Source: an optimization exercise on an open RTL-to-GDS flow (aim: small area, a short achievable clock period and few clock cycles). Production flows keep margins and buffers that such runs may drop. In this exercise RTL edits were held to simulation tests only and were not proved equivalent to the original. Power and IR drop assume default switching activity.

[flow/run.sh]
#!/bin/bash
# synth_recipe.tcl (not shown) runs the flow's synth.tcl, then flattens the netlist and writes it again
# the make line also repeats each setting of config.mk as NAME=value (left out here)
make -C /OpenROAD-flow-scripts/flow DESIGN_CONFIG=/design/flow/config.mk WORK_HOME=/design/flow/orfs CLKGATE_MAP_FILE= SYNTH_SCRIPT=/design/flow/synth_recipe.tcl finish
[flow/design.v]
module TPU(
    clk,
    rst_n,
    in_valid,
    K,
    M,
    N,
    busy,
    A_wr_en,
    A_index,
    A_data_in,
    A_data_out,
    B_wr_en,
    B_index,
    B_data_in,
    B_data_out,
    C_wr_en,
    C_index,
    C_data_in,
    C_data_out
);
input clk;
input rst_n;
input            in_valid;
input [7:0]      K;
input [7:0]      M;
input [7:0]      N;
output  reg      busy;
output           A_wr_en;
output [15:0]    A_index;
output [31:0]    A_data_in;
input  [31:0]    A_data_out;
output           B_wr_en;
output [15:0]    B_index;
output [31:0]    B_data_in;
input  [31:0]    B_data_out;
output           C_wr_en;
output [15:0]    C_index;
output [127:0]   C_data_in;
input  [127:0]   C_data_out;
parameter PIPE = 0;      
reg  [7:0] k_last;       
reg  [7:0] k_end;        
reg  [5:0] mt_last;      
reg  [5:0] nt_last;      
reg  [3:0] last_rows;    
reg  [3:0] top_row;      
wire [5:0] mt_last_in = M[7:2] + {5'd0, |M[1:0]} - 6'd1;
wire [5:0] nt_last_in = N[7:2] + {5'd0, |N[1:0]} - 6'd1;
always @(posedge clk or negedge rst_n) begin
    if (!rst_n) begin
        k_last    <= 8'd0;
        k_end     <= 8'd3;
        mt_last   <= 6'd0;
        nt_last   <= 6'd0;
        last_rows <= 4'hF;
        top_row   <= 4'h8;
    end else if (in_valid) begin
        k_last    <= K - 8'd1;
        k_end     <= (K < 8'd4) ? 8'd3 : K - 8'd1;
        mt_last   <= mt_last_in;
        nt_last   <= nt_last_in;
        case (M[1:0])
            2'd1:    begin last_rows <= 4'b0001; top_row <= 4'b0001; end
            2'd2:    begin last_rows <= 4'b0011; top_row <= 4'b0010; end
            2'd3:    begin last_rows <= 4'b0111; top_row <= 4'b0100; end
            default: begin last_rows <= 4'b1111; top_row <= 4'b1000; end
        endcase
    end
end
reg        issuing;
reg  [7:0] kc;
reg  [5:0] ic, jc;
reg [13:0] a_addr, b_addr, b_base;
wire k_valid   = (kc <= k_last);
wire tile_end  = (kc == k_end);
wire i_end     = (ic == mt_last);
wire j_end     = (jc == nt_last);
always @(posedge clk or negedge rst_n) begin
    if (!rst_n) begin
        issuing <= 1'b0;
        kc      <= 8'd0;
        ic      <= 6'd0;
        jc      <= 6'd0;
        a_addr  <= 14'd0;
        b_addr  <= 14'd0;
        b_base  <= 14'd0;
    end else if (in_valid) begin
        issuing <= 1'b1;
        kc      <= 8'd0;
        ic      <= 6'd0;
        jc      <= 6'd0;
        a_addr  <= 14'd0;
        b_addr  <= 14'd0;
        b_base  <= 14'd0;
    end else if (issuing) begin
        if (tile_end) begin
            kc <= 8'd0;
            if (i_end) begin
                ic     <= 6'd0;
                jc     <= jc + 6'd1;
                a_addr <= 14'd0;
                b_base <= b_addr + {13'd0, k_valid};
                b_addr <= b_addr + {13'd0, k_valid};
                if (j_end) issuing <= 1'b0;
            end else begin
                ic     <= ic + 6'd1;
                a_addr <= a_addr + {13'd0, k_valid};
                b_addr <= b_base;
            end
        end else begin
            kc <= kc + 8'd1;
            if (k_valid) begin
                a_addr <= a_addr + 14'd1;
                b_addr <= b_addr + 14'd1;
            end
        end
    end
end
assign A_wr_en   = 1'b0;
assign A_data_in = 32'd0;
assign B_wr_en   = 1'b0;
assign B_data_in = 32'd0;
assign A_index   = {2'd0, a_addr};
assign B_index   = {2'd0, b_addr};
wire       iss_v   = issuing & k_valid;
wire       iss_clr = issuing & (kc == 8'd0);
wire       iss_wr  = iss_v & (kc == k_last);
wire [3:0] wmask   = i_end ? last_rows : 4'hF;
wire [3:0] fmask   = (i_end & j_end) ? top_row : 4'h0;
reg  [31:0] a_q, b_q;
always @(posedge clk) begin
    a_q <= A_data_out & {32{iss_v}};
    b_q <= B_data_out;
end
reg  [31:0] b_d [1:3];
reg  [7:0]  a1_d1, a2_d1, a2_d2, a3_d1, a3_d2, a3_d3;
always @(posedge clk) begin
    b_d[1] <= b_q;
    b_d[2] <= b_d[1];
    b_d[3] <= b_d[2];
    a1_d1  <= a_q[23:16];
    a2_d1  <= a_q[15:8];
    a2_d2  <= a2_d1;
    a3_d1  <= a_q[7:0];
    a3_d2  <= a3_d1;
    a3_d3  <= a3_d2;
end
wire [7:0]  a_row [0:3];
wire [31:0] b_row [0:3];
assign a_row[0] = a_q[31:24];
assign a_row[1] = a1_d1;
assign a_row[2] = a2_d2;
assign a_row[3] = a3_d3;
assign b_row[0] = b_q;
assign b_row[1] = b_d[1];
assign b_row[2] = b_d[2];
assign b_row[3] = b_d[3];
reg        clr_d [0:3][0:2];
reg  [3:0] clr_c [0:3];
reg  [4:0] wr_d [0:3];
reg  [4:0] fin_d [0:3];
wire [3:0] wr_row, fin_row;
always @(posedge clk) begin
    clr_d[1][0] <= iss_clr;
    clr_d[2][0] <= iss_clr;
    clr_d[2][1] <= clr_d[2][0];
    clr_d[3][0] <= iss_clr;
    clr_d[3][1] <= clr_d[3][0];
    clr_d[3][2] <= clr_d[3][1];
    clr_c[0]    <= {4{iss_clr}};
    clr_c[1]    <= {4{clr_d[1][0]}};
    clr_c[2]    <= {4{clr_d[2][1]}};
    clr_c[3]    <= {4{clr_d[3][2]}};
end
genvar r, c;
generate
    for (r = 0; r < 4; r = r + 1) begin : flag
        always @(posedge clk or negedge rst_n) begin
            if (!rst_n) begin
                wr_d[r]  <= 5'd0;
                fin_d[r] <= 5'd0;
            end else begin
                wr_d[r]  <= {wr_d[r][3:0], iss_wr & wmask[r]};
                fin_d[r] <= {fin_d[r][3:0], iss_wr & fmask[r]};
            end
        end
        assign wr_row[r]  = wr_d[r][r+1];
        assign fin_row[r] = fin_d[r][r+1];
    end
endgenerate
wire [23:0] acc_x [0:3][0:3];
wire [23:0] acc_y [0:3][0:3];
generate
    for (r = 0; r < 4; r = r + 1) begin : row
        for (c = 0; c < 4; c = c + 1) begin : pe
            TPU_mac mac (
                .clk (clk),
                .clr (clr_c[r][c]),
                .a   (a_row[r]),
                .b   (b_row[r][31-8*c -: 8]),
                .x   (acc_x[r][c]),
                .y   (acc_y[r][c])
            );
        end
    end
endgenerate
reg [23:0] out_q [0:3];
reg        wr_q, fin_q;
reg [13:0] c_addr;
generate
    for (c = 0; c < 4; c = c + 1) begin : cout
        wire [23:0] sx = ({24{wr_row[0]}} & acc_x[0][c]) | ({24{wr_row[1]}} & acc_x[1][c])
                       | ({24{wr_row[2]}} & acc_x[2][c]) | ({24{wr_row[3]}} & acc_x[3][c]);
        wire [23:0] sy = ({24{wr_row[0]}} & acc_y[0][c]) | ({24{wr_row[1]}} & acc_y[1][c])
                       | ({24{wr_row[2]}} & acc_y[2][c]) | ({24{wr_row[3]}} & acc_y[3][c]);
        always @(posedge clk) out_q[c] <= sx + sy;
        assign C_data_in[127-32*c -: 32] = {8'd0, out_q[c]};
    end
endgenerate
always @(posedge clk or negedge rst_n) begin
    if (!rst_n) begin
        wr_q  <= 1'b0;
        fin_q <= 1'b0;
    end else begin
        wr_q  <= |wr_row;
        fin_q <= |fin_row;
    end
end
always @(posedge clk or negedge rst_n) begin
    if (!rst_n)         c_addr <= 14'd0;
    else if (in_valid)  c_addr <= 14'd0;
    else if (wr_q)      c_addr <= c_addr + 14'd1;
end
assign C_wr_en = wr_q;
assign C_index = {2'd0, c_addr};
always @(posedge clk or negedge rst_n) begin
    if (!rst_n)          busy <= 1'b0;
    else if (in_valid)   busy <= 1'b1;
    else if (fin_q)      busy <= 1'b0;
end
endmodule
module TPU_mac (
    input             clk,
    input             clr,
    input      [7:0]  a,
    input      [7:0]  b,
    output     [23:0] x,
    output     [23:0] y
);
reg  [23:0] xr;
reg  [23:0] yr;
wire [23:0] xc = xr & {24{~clr}};
wire [23:0] yfull;
assign yfull[0] = yr[0];
assign yfull[1] = yr[1];
assign yfull[2] = yr[2];
assign yfull[3] = yr[3];
assign yfull[4] = yr[4];
assign yfull[5] = yr[5];
assign yfull[6] = yr[6];
assign yfull[7] = yr[7];
assign yfull[8] = yr[8];
assign yfull[9] = yr[9];
assign yfull[10] = yr[10];
assign yfull[11] = yr[11];
assign yfull[12] = yr[12];
assign yfull[13] = yr[13];
assign yfull[14] = yr[14];
assign yfull[15] = yr[15];
assign yfull[16] = yr[16];
assign yfull[17] = yr[17];
assign yfull[18] = yr[18];
assign yfull[19] = yr[19];
assign yfull[20] = yr[20];
assign yfull[21] = yr[21];
assign yfull[22] = yr[22];
assign yfull[23] = yr[23];
wire [23:0] yc = yfull & {24{~clr}};
wire p0_0 = a[0] & b[0];
wire p0_1 = a[0] & b[1];
wire p0_2 = a[0] & b[2];
wire p0_3 = a[0] & b[3];
wire p0_4 = a[0] & b[4];
wire p0_5 = a[0] & b[5];
wire p0_6 = a[0] & b[6];
wire p0_7 = a[0] & b[7];
wire p1_0 = a[1] & b[0];
wire p1_1 = a[1] & b[1];
wire p1_2 = a[1] & b[2];
wire p1_3 = a[1] & b[3];
wire p1_4 = a[1] & b[4];
wire p1_5 = a[1] & b[5];
wire p1_6 = a[1] & b[6];
wire p1_7 = a[1] & b[7];
wire p2_0 = a[2] & b[0];
wire p2_1 = a[2] & b[1];
wire p2_2 = a[2] & b[2];
wire p2_3 = a[2] & b[3];
wire p2_4 = a[2] & b[4];
wire p2_5 = a[2] & b[5];
wire p2_6 = a[2] & b[6];
wire p2_7 = a[2] & b[7];
wire p3_0 = a[3] & b[0];
wire p3_1 = a[3] & b[1];
wire p3_2 = a[3] & b[2];
wire p3_3 = a[3] & b[3];
wire p3_4 = a[3] & b[4];
wire p3_5 = a[3] & b[5];
wire p3_6 = a[3] & b[6];
wire p3_7 = a[3] & b[7];
wire p4_0 = a[4] & b[0];
wire p4_1 = a[4] & b[1];
wire p4_2 = a[4] & b[2];
wire p4_3 = a[4] & b[3];
wire p4_4 = a[4] & b[4];
wire p4_5 = a[4] & b[5];
wire p4_6 = a[4] & b[6];
wire p4_7 = a[4] & b[7];
wire p5_0 = a[5] & b[0];
wire p5_1 = a[5] & b[1];
wire p5_2 = a[5] & b[2];
wire p5_3 = a[5] & b[3];
wire p5_4 = a[5] & b[4];
wire p5_5 = a[5] & b[5];
wire p5_6 = a[5] & b[6];
wire p5_7 = a[5] & b[7];
wire p6_0 = a[6] & b[0];
wire p6_1 = a[6] & b[1];
wire p6_2 = a[6] & b[2];
wire p6_3 = a[6] & b[3];
wire p6_4 = a[6] & b[4];
wire p6_5 = a[6] & b[5];
wire p6_6 = a[6] & b[6];
wire p6_7 = a[6] & b[7];
wire p7_0 = a[7] & b[0];
wire p7_1 = a[7] & b[1];
wire p7_2 = a[7] & b[2];
wire p7_3 = a[7] & b[3];
wire p7_4 = a[7] & b[4];
wire p7_5 = a[7] & b[5];
wire p7_6 = a[7] & b[6];
wire p7_7 = a[7] & b[7];
wire t1 = xc[7] ^ yc[7];
wire t2 = xc[7] & yc[7];
wire t3 = xc[8] ^ yc[8];
wire t4 = xc[8] & yc[8];
wire t5 = xc[4] ^ yc[4];
wire t6 = xc[4] & yc[4];
wire t7 = xc[5] ^ yc[5] ^ p0_5;
wire t8 = (xc[5] & yc[5]) | (xc[5] & p0_5) | (yc[5] & p0_5);
wire t9 = p1_4 ^ p2_3;
wire t10 = p1_4 & p2_3;
wire t11 = xc[6] ^ yc[6] ^ p0_6;
wire t12 = (xc[6] & yc[6]) | (xc[6] & p0_6) | (yc[6] & p0_6);
wire t13 = p1_5 ^ p2_4 ^ p3_3;
wire t14 = (p1_5 & p2_4) | (p1_5 & p3_3) | (p2_4 & p3_3);
wire t15 = p4_2 ^ p5_1;
wire t16 = p4_2 & p5_1;
wire t17 = t1 ^ p0_7 ^ p1_6;
wire t18 = (t1 & p0_7) | (t1 & p1_6) | (p0_7 & p1_6);
wire t19 = p2_5 ^ p3_4 ^ p4_3;
wire t20 = (p2_5 & p3_4) | (p2_5 & p4_3) | (p3_4 & p4_3);
wire t21 = p5_2 ^ p6_1 ^ p7_0;
wire t22 = (p5_2 & p6_1) | (p5_2 & p7_0) | (p6_1 & p7_0);
wire t23 = t2 ^ t3 ^ p1_7;
wire t24 = (t2 & t3) | (t2 & p1_7) | (t3 & p1_7);
wire t25 = p2_6 ^ p3_5 ^ p4_4;
wire t26 = (p2_6 & p3_5) | (p2_6 & p4_4) | (p3_5 & p4_4);
wire t27 = p5_3 ^ p6_2 ^ p7_1;
wire t28 = (p5_3 & p6_2) | (p5_3 & p7_1) | (p6_2 & p7_1);
wire t29 = t4 ^ xc[9] ^ yc[9];
wire t30 = (t4 & xc[9]) | (t4 & yc[9]) | (xc[9] & yc[9]);
wire t31 = p2_7 ^ p3_6 ^ p4_5;
wire t32 = (p2_7 & p3_6) | (p2_7 & p4_5) | (p3_6 & p4_5);
wire t33 = p5_4 ^ p6_3 ^ p7_2;
wire t34 = (p5_4 & p6_3) | (p5_4 & p7_2) | (p6_3 & p7_2);
wire t35 = xc[10] ^ yc[10] ^ p3_7;
wire t36 = (xc[10] & yc[10]) | (xc[10] & p3_7) | (yc[10] & p3_7);
wire t37 = p4_6 ^ p5_5 ^ p6_4;
wire t38 = (p4_6 & p5_5) | (p4_6 & p6_4) | (p5_5 & p6_4);
wire t39 = xc[11] ^ yc[11] ^ p4_7;
wire t40 = (xc[11] & yc[11]) | (xc[11] & p4_7) | (yc[11] & p4_7);
wire t41 = xc[2] ^ yc[2];
wire t42 = xc[2] & yc[2];
wire t43 = xc[3] ^ yc[3] ^ p0_3;
wire t44 = (xc[3] & yc[3]) | (xc[3] & p0_3) | (yc[3] & p0_3);
wire t45 = p1_2 ^ p2_1;
wire t46 = p1_2 & p2_1;
wire t47 = t5 ^ p0_4 ^ p1_3;
wire t48 = (t5 & p0_4) | (t5 & p1_3) | (p0_4 & p1_3);
wire t49 = p2_2 ^ p3_1 ^ p4_0;
wire t50 = (p2_2 & p3_1) | (p2_2 & p4_0) | (p3_1 & p4_0);
wire t51 = t6 ^ t7 ^ t9;
wire t52 = (t6 & t7) | (t6 & t9) | (t7 & t9);
wire t53 = p3_2 ^ p4_1 ^ p5_0;
wire t54 = (p3_2 & p4_1) | (p3_2 & p5_0) | (p4_1 & p5_0);
wire t55 = t8 ^ t10 ^ t11;
wire t56 = (t8 & t10) | (t8 & t11) | (t10 & t11);
wire t57 = t13 ^ t15 ^ p6_0;
wire t58 = (t13 & t15) | (t13 & p6_0) | (t15 & p6_0);
wire t59 = t12 ^ t14 ^ t16;
wire t60 = (t12 & t14) | (t12 & t16) | (t14 & t16);
wire t61 = t17 ^ t19 ^ t21;
wire t62 = (t17 & t19) | (t17 & t21) | (t19 & t21);
wire t63 = t18 ^ t20 ^ t22;
wire t64 = (t18 & t20) | (t18 & t22) | (t20 & t22);
wire t65 = t23 ^ t25 ^ t27;
wire t66 = (t23 & t25) | (t23 & t27) | (t25 & t27);
wire t67 = t24 ^ t26 ^ t28;
wire t68 = (t24 & t26) | (t24 & t28) | (t26 & t28);
wire t69 = t29 ^ t31 ^ t33;
wire t70 = (t29 & t31) | (t29 & t33) | (t31 & t33);
wire t71 = t30 ^ t32 ^ t34;
wire t72 = (t30 & t32) | (t30 & t34) | (t32 & t34);
wire t73 = t35 ^ t37 ^ p7_3;
wire t74 = (t35 & t37) | (t35 & p7_3) | (t37 & p7_3);
wire t75 = t36 ^ t38 ^ t39;
wire t76 = (t36 & t38) | (t36 & t39) | (t38 & t39);
wire t77 = p5_6 ^ p6_5 ^ p7_4;
wire t78 = (p5_6 & p6_5) | (p5_6 & p7_4) | (p6_5 & p7_4);
wire t79 = t40 ^ xc[12] ^ yc[12];
wire t80 = (t40 & xc[12]) | (t40 & yc[12]) | (xc[12] & yc[12]);
wire t81 = p5_7 ^ p6_6 ^ p7_5;
wire t82 = (p5_7 & p6_6) | (p5_7 & p7_5) | (p6_6 & p7_5);
wire t83 = xc[13] ^ yc[13] ^ p6_7;
wire t84 = (xc[13] & yc[13]) | (xc[13] & p6_7) | (yc[13] & p6_7);
wire t85 = xc[1] ^ yc[1];
wire t86 = xc[1] & yc[1];
wire t87 = t41 ^ p0_2 ^ p1_1;
wire t88 = (t41 & p0_2) | (t41 & p1_1) | (p0_2 & p1_1);
wire t89 = t42 ^ t43 ^ t45;
wire t90 = (t42 & t43) | (t42 & t45) | (t43 & t45);
wire t91 = t44 ^ t46 ^ t47;
wire t92 = (t44 & t46) | (t44 & t47) | (t46 & t47);
wire t93 = t48 ^ t50 ^ t51;
wire t94 = (t48 & t50) | (t48 & t51) | (t50 & t51);
wire t95 = t52 ^ t54 ^ t55;
wire t96 = (t52 & t54) | (t52 & t55) | (t54 & t55);
wire t97 = t56 ^ t58 ^ t59;
wire t98 = (t56 & t58) | (t56 & t59) | (t58 & t59);
wire t99 = t60 ^ t62 ^ t63;
wire t100 = (t60 & t62) | (t60 & t63) | (t62 & t63);
wire t101 = t64 ^ t66 ^ t67;
wire t102 = (t64 & t66) | (t64 & t67) | (t66 & t67);
wire t103 = t68 ^ t70 ^ t71;
wire t104 = (t68 & t70) | (t68 & t71) | (t70 & t71);
wire t105 = t72 ^ t74 ^ t75;
wire t106 = (t72 & t74) | (t72 & t75) | (t74 & t75);
wire t107 = t76 ^ t78 ^ t79;
wire t108 = (t76 & t78) | (t76 & t79) | (t78 & t79);
wire t109 = t80 ^ t82 ^ t83;
wire t110 = (t80 & t82) | (t80 & t83) | (t82 & t83);
wire t111 = t84 ^ xc[14] ^ yc[14];
wire t112 = (t84 & xc[14]) | (t84 & yc[14]) | (xc[14] & yc[14]);
wire t113 = xc[0] ^ yc[0];
wire t114 = xc[0] & yc[0];
wire t115 = t85 ^ p0_1 ^ p1_0;
wire t116 = (t85 & p0_1) | (t85 & p1_0) | (p0_1 & p1_0);
wire t117 = t86 ^ t87 ^ p2_0;
wire t118 = (t86 & t87) | (t86 & p2_0) | (t87 & p2_0);
wire t119 = t88 ^ t89 ^ p3_0;
wire t120 = (t88 & t89) | (t88 & p3_0) | (t89 & p3_0);
wire t121 = t90 ^ t91 ^ t49;
wire t122 = (t90 & t91) | (t90 & t49) | (t91 & t49);
wire t123 = t92 ^ t93 ^ t53;
wire t124 = (t92 & t93) | (t92 & t53) | (t93 & t53);
wire t125 = t94 ^ t95 ^ t57;
wire t126 = (t94 & t95) | (t94 & t57) | (t95 & t57);
wire t127 = t96 ^ t97 ^ t61;
wire t128 = (t96 & t97) | (t96 & t61) | (t97 & t61);
wire t129 = t98 ^ t99 ^ t65;
wire t130 = (t98 & t99) | (t98 & t65) | (t99 & t65);
wire t131 = t100 ^ t101 ^ t69;
wire t132 = (t100 & t101) | (t100 & t69) | (t101 & t69);
wire t133 = t102 ^ t103 ^ t73;
wire t134 = (t102 & t103) | (t102 & t73) | (t103 & t73);
wire t135 = t104 ^ t105 ^ t77;
wire t136 = (t104 & t105) | (t104 & t77) | (t105 & t77);
wire t137 = t106 ^ t107 ^ t81;
wire t138 = (t106 & t107) | (t106 & t81) | (t107 & t81);
wire t139 = t108 ^ t109 ^ p7_6;
wire t140 = (t108 & t109) | (t108 & p7_6) | (t109 & p7_6);
wire t141 = t110 ^ t111 ^ p7_7;
wire t142 = (t110 & t111) | (t110 & p7_7) | (t111 & p7_7);
wire t143 = t112 ^ xc[15] ^ yc[15];
wire t144 = (t112 & xc[15]) | (t112 & yc[15]) | (xc[15] & yc[15]);
wire t145 = xc[16] ^ yc[16];
wire t146 = xc[16] & yc[16];
wire t147 = xc[17] ^ yc[17];
wire t148 = xc[17] & yc[17];
wire t149 = xc[18] ^ yc[18];
wire t150 = xc[18] & yc[18];
wire t151 = xc[19] ^ yc[19];
wire t152 = xc[19] & yc[19];
wire t153 = xc[20] ^ yc[20];
wire t154 = xc[20] & yc[20];
wire t155 = xc[21] ^ yc[21];
wire t156 = xc[21] & yc[21];
wire t157 = xc[22] ^ yc[22];
wire t158 = xc[22] & yc[22];
wire t159 = xc[23] ^ yc[23];
wire t160 = xc[23] & yc[23];
always @(posedge clk) begin
    xr <= {t158, t156, t154, t152, t150, t148, t146, t144, t142, t140, t138, t136, t134, t132, t130, t128, t126, t124, t122, t120, t118, t116, t114, t113};
    yr <= {t159, t157, t155, t153, t151, t149, t147, t145, t143, t141, t139, t137, t135, t133, t131, t129, t127, t125, t123, t121, t119, t117, t115, p0_0};
end
assign x = xr;
assign y = yfull;
endmodule
[flow/constraint.sdc]
create_clock -name core_clock -period 8.0 [get_ports {clk}]
set_input_delay 1.6000 -clock core_clock [delete_from_list [all_inputs] [get_ports {clk}]]
set_output_delay 1.6000 -clock core_clock [all_outputs]
set_load 0.01 [all_outputs]
[flow/config.mk]
export PLATFORM = sky130hd
export DESIGN_NAME = TPU
export DESIGN_NICKNAME = TPU
export VERILOG_FILES = /design/flow/design.v
export SDC_FILE = /design/flow/constraint.sdc
export NUM_CORES = 4
export LEC_CHECK = 0
export CAP_MARGIN = 20
export CORE_MARGIN = 2
export CORE_UTILIZATION = 40
export SLEW_MARGIN = 20
==> reports/results.ini <==
[die]
fp.dieH_um=441
core_area_um2=190000
std_cell_rows=160
num_io_pins=463
die_w_um=441
start_util=0.402
dieArea_um2=195000

[grt]
grt_pass1_vias=54370
grt_util_all_layers=0.209
antenna_found_initial=14
grt_max_degree=190
grt_pass1_wl_mm=316
gr-total-overflow=0

[layout]
drive_above_1_share=0.0425
n_fill_cell=17933
multi_input_area_um2=45800
area_delta_synth_final_pct=12.1
final_common_cell=inv_1
fin_util=0.451
nets=9199
most-common-layout-cells=1082 x inv_1, 1063 x dfxtp_1, 1012 x fa_1
seq_area_um2=25100

[setup_path]
cp_cell_sequence=buf_12 -> a22oi_1 -> nand2_1 -> ha_1 -> a211oi_1 -> o21ai_1 -> a31oi_1 -> o21ai_1 -> a31oi_1 -> o311ai_1 -> a21oi_1 -> xnor2_1
cp_data_arrival_time_ns=5.26
path_class=flop to flop
cp_top_family=compound AO/OA/AOI/OAI gates
critPathCaptureType=flop
critPathMaxStageDelay_ns=0.86
required_ns=8.73
cp_max_fo=142
cp-start-kind=flop
path_buf_inv=1
cpMaxStageDelayCell=dfrtp_4

[clock_network]
holdBufCountCts=0
clk_pin_slew_ns=0.06
cts_root_buf=clkbuf_16
cts_buffer_depth=3
cts_max_level=4
post-cts-setup-buffer-count=0
clkLatencyLatePin_ns=0.83
cts_buffers=148
cts_tree=built
cts.repair.resized=0
cts_sinks=1218

[placed_design]
io_buffers=230
gp_congestion=0.874
dp_hpwl_mm=143

[sta]
slew_headroom=0.267
final.setup.tns_ns=0
min_period_ns=4.53
hold_viol_final=0
skew_ns=0.0278
tightest_slew_ns=1.10
rsz0062_at_grt=false
fmax_mhz=221
finalSetupViolations=0
slew_violations=0
period_share=0.567

[synth]
async_flop_share=0.117
ys.flop_type=dfxtp_1
ys_types=80
yosysTopAreaCell=dfxtp_1
synth_cells=7488
seq_area_frac_synth=0.328
synth_top_area_frac=0.282
synth_edf_count=0
yosys_warnings=14
avgSynthCellArea_um2=10.2
synth.top_cells.by_area=dfxtp_1 28%, fa_1 26%, ha_1 6.2%
ys_ff_latch=1218
mappedNetlistArea_um2=76500

[routing]
avgRoutedWirePerCell_um=19.4
first_pass_iters=6
drt_iter0_drc=3249
vias=51091
antenna_left=0
routed_wl_mm=198
drc_errors=0
via_per_inst=5.00

[pwr]
p_per_area_nw_per_um2=264
leakagePower_nw=40.1
ir_drop_mv=0.181

[min_path]
hp-class=flop to flop

[run_status]
status=no timing/DRC/antenna violations

[run]
cap_violations=0

==> report_power, final <==
group | total, mW | switching [mW] | internal, mW
clock network | 6.85 | 2.88 | 3.98
logic | 7.33 | 4.18 | 3.15
registers | 8.42 | 0.951 | 7.46
==> per-stage QoR <==
step           power, mW  area (um2)  setup WS [ns]  hold slack, ns  cells
5_1_grt             24.6       85700           3.18           0.324  10223
3_3_place_gp        15.6       80800           3.61           0.312   9952
3_5_place_dp        15.9       80800           3.57           0.312   9952
6_report            22.6       85700           3.47           0.319  10226
4_1_cts             22.9       85700           3.53           0.323  10223
2_1_floorplan       13.6       76900           4.56           0.310   7591
==> cell families (layout without fill, tap and decap cells) <==
| kind of cell | after synthesis | after routing | synth area share |
|---|---|---|---|
| xor gates and xnor gates | 172 | 172 | 0.0197 |
| adders and majority gates | 1389 | 1389 | 0.326 |
| AOI/OAI and AO/OA | 778 | 778 | 0.0710 |
| muxes | 14 | 14 | 0.00193 |
| and+or+nand+nor | 2415 | 2415 | 0.174 |
| DFF | 1218 | 1218 | 0.328 |
| other | 1 | 107 | 0.0000490 |
| buffers and inverters | 1501 | 1622 | 0.0790 |
==> cell type report <==
class,instances,area share
Clock inverter,63,0.00811
Tap cell,2511,0.0366
Sequential cell,1218,0.293
Timing Repair Buffer,268,0.0313
Antenna cell,3,0.0000876
Inverter,1083,0.0474
Multi-Input combinational cell,4872,0.534
Clock buffer,208,0.0496
==> registers in the layout, summed over array words and instances, names as in the netlist, 32 cells and up <==
register / cells
row.pe.mac.xr: 384
out_q: 96
a_q: 32
b_d: 96
row.pe.mac.yr: 384
b_q: 32
==> cell usage after synthesis (8+ instances only) <==
| cell | number |
|---|---|
| xnor2_1 | 98 |
| ha_1 | 377 |
| xor2_1 | 74 |
| o21ai_0 | 56 |
| o21bai_1 | 14 |
| nor2_1 | 129 |
| a21oi_1 | 108 |
| a221oi_1 | 12 |
| nor3_1 | 30 |
| inv_1 | 1082 |
| buf_2 | 8 |
| fa_1 | 1012 |
| nand2b_1 | 166 |
| clkbuf_1 | 282 |
| nand2_1 | 581 |
| a31oi_1 | 19 |
| a21o_1 | 52 |
| o31ai_1 | 8 |
| and2_1 | 747 |
| nor4_1 | 9 |
| nand4_1 | 26 |
| dfrtp_1 | 137 |
| and3_1 | 58 |
| buf_1 | 21 |
| or3_1 | 8 |
| nand3_1 | 41 |
| o21a_1 | 11 |
| buf_4 | 107 |
| o21ai_1 | 34 |
| nor2b_1 | 590 |
| a22o_1 | 16 |
| mux2i_1 | 8 |
| a22oi_1 | 378 |
| dfxtp_1 | 1076 |
| o22ai_1 | 12 |
==> worst paths after layout <==
kind                                 to  startpoint  cells after the start  slack [ns]
min reg2reg                    a3_d2[1]    a3_d1[1]                      0        0.32
max                        out_q[2][21]  wr_d[0][1]                     12        3.47
min in group asynchronous    mt_last[2]       rst_n                      1        0.84
max reg2reg                out_q[2][21]  wr_d[0][1]                     12        3.47
max in group asynchronous    wr_d[1][2]       rst_n                      2        5.87
min                            a3_d2[1]    a3_d1[1]                      0        0.32
==> routing by layer <==
metal	wire [um]	up-vias	GRT usage
met5	109	-	0
met4	4750	18	0.0569
met3	12400	277	0.0422
met2	88100	1316	0.324
met1	92800	26167	0.298
li1	-	23313	-
Testbench counts, summed over its fixed seeds: cycles 122,601.

re-timing with driven ports:
The flow's constraints put no driver on any port. The routed layout listed below was extracted and timed again, unchanged, in two steps. Step 1 (the two cells are an assumption about what drives the block):
set clk [get_ports {clk}]
set_driving_cell -lib_cell sky130_fd_sc_hd__clkbuf_16 $clk
set_driving_cell -lib_cell sky130_fd_sc_hd__buf_2 [delete_from_list [all_inputs] $clk]
Step 2 moves the port delays by t, midway between the first and last clock arrival at a register: inputs arrive t later, outputs are due t later. That takes back most of the time a late clock gives input paths. a / b / c = no drivers / after step 1 / after step 2; a / b = the first two.
t (ns): 0.889
setup slack, ns: 3.468 / 3.468 / 3.468
hold WS [ns]: 0.319 / 0.319 / 0.319
latest minus earliest clock arrival (ns): 0.032 / 0.031
cell pins on the clock port's net: 1
After both steps this run still meets setup and hold. For this run, drivers alone change the setup slack by 0.000 ns; drivers and shift together by 0.000 ns.
